This design comes from an exercise in tuning for a short achievable clock period and few clock cycles on the open sky130 flow, not from production work. Function was checked by simulation only, so behaviour that the tests miss may differ from the original. Power is estimated from default activity; no workload was simulated.

==> design.v <==
module ALU (
    input wire [7:0] A,
    input wire [7:0] B,
    input wire [1:0] op,
    output reg [7:0] E
);
    always @(*) begin
        case (op)
            2'd0: E = A + B;
            2'd1: E = A - B;
            2'd2: E = A & B;
            default: E = A ^ B;
        endcase
    end
endmodule
module REGFILE (
    input wire [2:0] srcA,
    input wire [2:0] srcB,
    output wire [7:0] A,
    output wire [7:0] B,
    output wire [7:0] R7,
    input wire weE,
    input wire [2:0] dstE,
    input wire [7:0] E,
    input wire weP,
    input wire [2:0] dstP,
    input wire [7:0] P,
    input wire weM,
    input wire [2:0] dstM,
    input wire [7:0] M,
    input wire clk
);
    wire [7:0] rv [0:7];
    assign rv[0] = 8'h00;
    assign A = rv[srcA];
    assign B = rv[srcB];
    assign R7 = rv[7];
    genvar i;
    generate
        for (i = 1; i < 8; i = i + 1) begin : g_r
            reg [7:0] q;
            assign rv[i] = q;
            always @(posedge clk) begin
                if (weE && dstE == i)
                    q <= E;
                else if (weP && dstP == i)
                    q <= P;
                else if (weM && dstM == i)
                    q <= M;
            end
        end
    endgenerate
endmodule
module SNAIL (
    output wire [7:0] ram_addr,
    output wire [7:0] ram_wdat,
    input wire [7:0] ram_rdat,
    output wire ram_rd_, ram_wr_,
    output wire [7:0] rom_addr,
    input wire [23:0] rom_data,
    input wire clk, rst_
);
    reg [7:0] pc;            
    reg [7:0] ra_pred;       
    reg dv;                  
    reg [23:0] ir;           
    reg [7:0] dpc;           
    reg [7:0] m_addr, m_wdat;
    reg m_wr_n, m_rd_n;
    reg m_rdop;              
    reg m_ldw;               
    reg [2:0] m_dst;
    assign rom_addr = pc;
    assign ram_addr = m_addr;
    assign ram_wdat = m_wdat;
    assign ram_wr_ = m_wr_n;
    assign ram_rd_ = m_rd_n;
    wire [3:0] ins = ir[23:20];
    wire [3:0] fn = ir[19:16];
    wire [7:0] b1 = ir[15:8];
    wire [7:0] b2 = ir[7:0];
    wire is_ld = ins == 4'h1;
    wire is_st = ins == 4'h2;
    wire is_opr = ins == 4'h3;
    wire is_opi = ins == 4'h4;
    wire is_jxx = ins == 4'h5;
    wire is_push = ins == 4'h6;
    wire is_pop = ins == 4'h7;
    wire is_call = ins == 4'h8;
    wire is_ret = ins == 4'h9;
    wire is_cbr = is_jxx && (fn == 4'h1 || fn == 4'h2 || fn == 4'h3 || fn == 4'h4);
    wire stk = is_ret || is_call || is_push || is_pop;
    wire [2:0] srcA = is_ret ? 3'h7 : b1[6:4];
    wire [2:0] srcB = stk ? 3'h7 : b1[2:0];
    wire useA = is_ld || is_st || is_opr || is_opi || is_push || is_ret || is_cbr;
    wire useB = is_st || is_opr || stk || is_cbr;
    wire [7:0] valA, valB, r7;
    wire [7:0] aluA = (is_call || is_push) ? 8'hff : (is_ret || is_pop) ? 8'h01 : valA;
    wire [7:0] aluB = (is_ld || is_st || is_opi) ? b2 : valB;
    wire [7:0] valE;
    ALU alu(.A(aluA), .B(aluB), .op(fn[1:0]), .E(valE));
    wire eq = valA == valB;
    wire gt = valA > valB;
    wire taken = fn == 4'h1 && eq || fn == 4'h2 && !eq ||
                 fn == 4'h3 && !eq && !gt || fn == 4'h4 && gt;
    wire m_st = !m_wr_n;
    wire fwd = m_st && m_addr == r7;         
    wire ld_use = m_ldw && (useA && srcA == m_dst || useB && srcB == m_dst);
    wire stk_wait = (is_pop || is_ret) && (m_rdop || m_st && !fwd);
    wire stall = dv && (ld_use || stk_wait);
    wire commit = dv && !stall;
    wire [7:0] memval = m_st ? m_wdat : ram_rdat;    
    wire [2:0] dstE = stk ? 3'h7 : is_opr ? b2[6:4] : is_opi ? b1[2:0] : 3'h0;
    wire pop7 = is_pop && b1[6:4] == 3'h7;
    wire weE = commit && dstE != 3'h0 && !pop7;
    wire weP = commit && is_pop;
    REGFILE regfile(
        .srcA(srcA), .srcB(srcB), .A(valA), .B(valB), .R7(r7),
        .weE(weE), .dstE(dstE), .E(valE),
        .weP(weP), .dstP(b1[6:4]), .P(memval),
        .weM(m_ldw), .dstM(m_dst), .M(ram_rdat),
        .clk(clk)
    );
    wire [7:0] r7_next = (weE && dstE == 3'h7) ? valE :
                         (weP && pop7) ? memval :
                         (m_ldw && m_dst == 3'h7) ? ram_rdat : r7;
    wire [7:0] dpc2 = dpc + 8'd2;
    wire [7:0] dpc3 = dpc + 8'd3;
    wire mem_op = commit && (is_ld || is_st || is_push || is_call);
    wire st_op = is_st || is_push || is_call;
    always @(posedge clk or negedge rst_) begin
        if (!rst_) begin
            m_wr_n <= 1'b1;
            m_rd_n <= 1'b1;
            m_rdop <= 1'b0;
            m_ldw <= 1'b0;
        end else begin
            m_wr_n <= !(mem_op && st_op);
            m_rd_n <= mem_op && st_op;
            m_rdop <= mem_op && is_ld;
            m_ldw <= mem_op && is_ld && b1[2:0] != 3'h0;
        end
    end
    always @(posedge clk) begin
        m_addr <= mem_op ? valE : r7_next;
        m_wdat <= is_st ? valB : is_push ? valA : dpc2;
        m_dst <= b1[2:0];
    end
    wire [3:0] fins = rom_data[23:20];
    wire [3:0] ffn = rom_data[19:16];
    wire f_jmp = fins == 4'h5 && ffn == 4'h0;
    wire f_cbr = fins == 4'h5 && (ffn == 4'h1 || ffn == 4'h2 || ffn == 4'h3 || ffn == 4'h4);
    wire f_call = fins == 4'h8;
    wire f_ret = fins == 4'h9;
    wire f_hlt = fins == 4'hF;
    wire f_len1 = fins == 4'h0 || f_ret;
    wire f_len2 = f_jmp || fins == 4'h6 || fins == 4'h7 || f_call;
    wire [7:0] pc1 = pc + 8'd1;
    wire [7:0] pc2 = pc + 8'd2;
    wire [7:0] pc3 = pc + 8'd3;
    wire [7:0] fpred = (f_jmp || f_call) ? rom_data[15:8] :
                       f_cbr ? rom_data[7:0] :
                       f_ret ? ra_pred :
                       f_hlt ? pc :
                       f_len1 ? pc1 :
                       f_len2 ? pc2 : pc3;
    wire redir_br = commit && is_cbr && !taken;
    wire redir_ret = commit && is_ret && memval != pc;
    wire redir = redir_br || redir_ret;
    always @(posedge clk or negedge rst_) begin
        if (!rst_) begin
            pc <= 8'h00;
            dv <= 1'b0;
            ra_pred <= 8'h00;
        end else begin
            pc <= redir_ret ? memval : redir_br ? dpc3 : stall ? pc : fpred;
            dv <= redir ? 1'b0 : stall ? dv : 1'b1;
            if (f_call && !stall && !redir)
                ra_pred <= pc2;
        end
    end
    always @(posedge clk) begin
        if (!stall) begin
            ir <= rom_data;
            dpc <= pc;
        end
    end
endmodule
==> run.sh <==
#!/bin/bash
# synth_recipe.tcl (not shown) runs the flow's synth.tcl, then flattens the netlist and writes it again
# the make line also repeats each setting of config.mk as NAME=value (left out here)
make -C /OpenROAD-flow-scripts/flow DESIGN_CONFIG=/design/flow/config.mk WORK_HOME=/design/flow/orfs CLKGATE_MAP_FILE= SYNTH_SCRIPT=/design/flow/synth_recipe.tcl finish
==> config.mk <==
export PLATFORM = sky130hd
export DESIGN_NAME = SNAIL
export DESIGN_NICKNAME = SNAIL
export VERILOG_FILES = /design/flow/design.v
export SDC_FILE = /design/flow/constraint.sdc
export NUM_CORES = 4
export LEC_CHECK = 0
export CAP_MARGIN = 20
export CORE_MARGIN = 2
export CORE_UTILIZATION = 40
export SLEW_MARGIN = 20
==> constraint.sdc <==
create_clock -name core_clock -period 10.0 [get_ports {clk}]
set_input_delay 2.0000 -clock core_clock [delete_from_list [all_inputs] [get_ports {clk}]]
set_output_delay 2.0000 -clock core_clock [all_outputs]
set_load 0.01 [all_outputs]
==> impl_metrics.yaml <==
yosys:
  synth_enable_flop_cells: 78
  synth.avg_cell_area_um2: 9.70
  ys_top_cells_by_area: "edfxtp_1, mux2i_1, dfxtp_1, dfrtp_1, ha_1"
  yosysSeqAreaShare_pct: 36.3
  yosys-top-cells-count: "mux2i_1, nand2_1, edfxtp_1"
  netlist_instances: 968
  synth_flop_cell: "edfxtp_1"
  post-synth-top-count-cell: "mux2i_1"
  synth_seq_cells: 126
  ys_types: 78
  synth_top_area_share_pct: 24.9
  synth_nets: 1034
  ys.warnings.count: 3
  synth_top_cell_by_area: "edfxtp_1"
  async_reset_ff_share_pct: 16.7
  synth.cell_area_mm2: 0.00939
sta:
  holdWs_ns: 0.502
  finClkSkew_ns: 0.0125
  fin_crit_sh_pct: 55.9
  tns_ns: 0
  setup_violations: 0
  min_period_ns: 5.59
  rsz0062_at_grt: "no"
  slew_viol_final: 0
  fmax_mhz: 179
  relSlewSlack_pct: 23.6
  hold_viol: 0
  worstMarginPinSlew_ns: 1.14
power:
  p_seq_share_pct: 35.2
  p_comb_share_pct: 40.0
  p_sw_share_pct: 39.9
  leakagePower_uw: 0.00472
  intPower_uw: 1520
  power_density_mw_per_mm2: 235
  ir_worst_vdd_v: 0.000154
  p_sw_uw: 1010
  power_frac_clock_pct: 24.8
final_layout:
  instances_no_fill: 1314
  multi_input_area_mm2: 0.00557
  syn_to_final_growth_pct: 14.4
  drive_gt1_share_pct: 7.94
  regArea_mm2: 0.00341
  utilization_pct: 46.2
  fillers: 2284
  diodes: 0
  nNetsFinal: 1048
  final_area_mm2: 0.0107
clocking:
  clk_latency_ns: 0.43
  cts_tree: "yes"
  cts_max_level: 4
  post-cts-setup-buffers: 0
  cts.sinks: 126
  cts_resized: 0
  hold_buffers: 0
  cts-root-buf: "clkbuf_16"
  clk_pin_slew_worst_paths_ns: 0.07
  cts-root-to-sink-buffers: 2
  numCtsBuffers: 17
setup_path:
  crit_required_ns: 10.32
  critical_path_class: "reg2reg"
  cp-end-kind: "flip-flop"
  rr_worst_depth: 14
  startpoint_type: "flip-flop"
  worstPathMaxFanout: 21
  arrival_ns: 5.90
grt:
  grt_use_met2_pct: 37.8
  globalRouteMet3Util_pct: 5.07
  track_usage_pct: 25.6
  grt_pass1_wl_mm: 47.0
  grt_use_met1_pct: 38.2
  grt_max_degree: 34
  antenna_found_initial: 0
  grt_busiest_layer: "met1"
  grt_overflow: 0
  first_global_vias: 7547
routing:
  dr.pass1.iters: 5
  wirelength_mm: 31.1
  via_per_inst: 6.00
  via_count: 7884
  drtAntennaViolNets: 0
  drc: 0
  first_iter_violations: 1019
  wl_per_cell_um: 23.7
die:
  start_util_pct: 40.4
  io_pins: 60
  dieHeight_um: 157
  core_area_mm2: 0.0233
  die-area_mm2: 0.0247
  fp.dieW_um: 157
  rows: 56
placed_design:
  hpwl_mm: 23.4
  placed_area_mm2: 0.0101
  portBuffers: 59
  gp_congestion: 0.944
  post-place-cells: 1281
hold_path:
  hold_path.class: "reg2reg"
  whs_path_depth: 1
outcome:
  status: "finished clean"
run:
  drv_cap: 0
[layout make-up]
cell class,count,area share (%)
well taps,319,3.72
inverters,30,1.05
repair buffers,69,6.22
multi-input cells,738,51.8
flip-flops and latches,126,31.8
clock inverters,13,1.23
clock buffers,19,4.22
[flip-flops by register name, summed over array words and instances (netlist names)]
name           flops
m_addr             8
dv                 1
dpc                8
regfile.g_r.q     56
ir                22
m_rdop             1
m_dst              3
m_ldw              1
ra_pred            8
m_rd_n             1
m_wdat             8
pc                 8
m_wr_n             1
[cell usage in the layout, fill, tap and decap left out, types with 8 or more instances in the layout]
cell type / Yosys / layout
mux2i_1: 162 / 162
nand2_1: 79 / 79
edfxtp_1: 78 / 78
clkdlybuf4s50_1: 0 / 58
nor2_1: 55 / 55
a21oi_1: 44 / 44
o21ai_0: 41 / 41
ha_1: 31 / 31
inv_1: 30 / 30
dfxtp_1: 27 / 27
xnor2_1: 26 / 26
mux2_2: 24 / 24
nand3_1: 23 / 23
xor2_1: 22 / 22
dfrtp_1: 19 / 19
nor3_1: 17 / 17
clkbuf_16: 0 / 17
nand4_1: 15 / 15
nor2b_1: 13 / 13
o211ai_1: 11 / 11
a21o_1: 10 / 10
nand2b_1: 9 / 9
nor4_1: 9 / 9
buf_4: 4 / 9
nand3b_1: 8 / 8
a221oi_1: 8 / 8
[routing by layer]
layer	vias up	routed length (µm)
met5	-	0
met4	0	504
met2	331	13600
li1	3659	-
met1	3864	14600
met3	30	2380
[power groups by stage]
stage               clock network [µW]  logic [µW]  registers, µW
finish                             626        1010            889
global route                       654        1110            902
CTS                                631         998            884
detailed placement                   0         989            893
global placement                     0         980            897
floorplan                            0         684            793
[cell families after synthesis]
| logic type | share of synthesized area (%) |
|---|---|
| buffers and inverters | 4.58 |
| AO/OA/AOI/OAI | 14.8 |
| XOR/XNOR | 4.72 |
| flip-flops | 36.3 |
| AND/OR/NAND/NOR | 14.3 |
| multiplexers | 20.9 |
| adder cells (fa/ha/maj) | 4.34 |
[path summary, 6_finish.rpt]
kind / slack [ns] / startpoint / to
hold reg to reg: 0.50 / ra_pred[6] / ra_pred[6]
setup reg to reg: 4.41 / ir[22] / ra_pred[0]
hold / removal: 0.50 / ra_pred[6] / ra_pred[6]
max in group asynchronous: 8.06 / rst_ / pc[3]
min in group asynchronous: 1.55 / rst_ / ra_pred[6]
setup / recovery: 4.41 / ir[22] / ra_pred[0]
[worst max-delay path, stage by stage (launching register included)]
cell	delay, ns
edfxtp_1	0.76
nand4bb_1	0.56
nand2_1	0.17
nor3_1	0.70
a221oi_1	0.20
nand2_1	0.19
ha_1	0.27
o21a_1	0.20
o211ai_1	0.16
a31oi_1	0.07
a211oi_1	0.27
mux2_2	0.36
o2111a_1	0.48
and4b_1	0.69
mux2_1	0.37
[stage by stage]
step                total power, µW  setup slack (ns)
floorplan                      1480              5.78
global placement               1880              4.55
detailed placement             1880              4.54
CTS                            2510              4.52
global route                   2670              4.00
finish                         2530              4.41
Testbench counts, summed over its fixed seeds: cycles 12,124.

port drivers added, routing unchanged:
The results above use ideal ports. As a check the final layout listed here was re-extracted and re-timed, cells and wires unchanged. Step 1: set_driving_cell puts a clkbuf_16 on clk and a buf_2 on each other input, an assumption about the parent block. Step 2 also shifts input and output timing later by t, the mid clock arrival at the registers, as if the neighbouring blocks saw the same clock. Three values: no drivers, after step 1, after step 2; two values: the first two.
shift t [ns]: 0.474
setup WS [ns]: 4.413 / 4.413 / 4.413
worst register clock-pin slew, ns: 0.07 / 0.07
worst data-port slew with drivers (ns): 0.04
After both steps setup and hold are still met in this run. For this run, drivers alone change the setup slack by 0.000 ns; drivers and shift together by 0.000 ns.
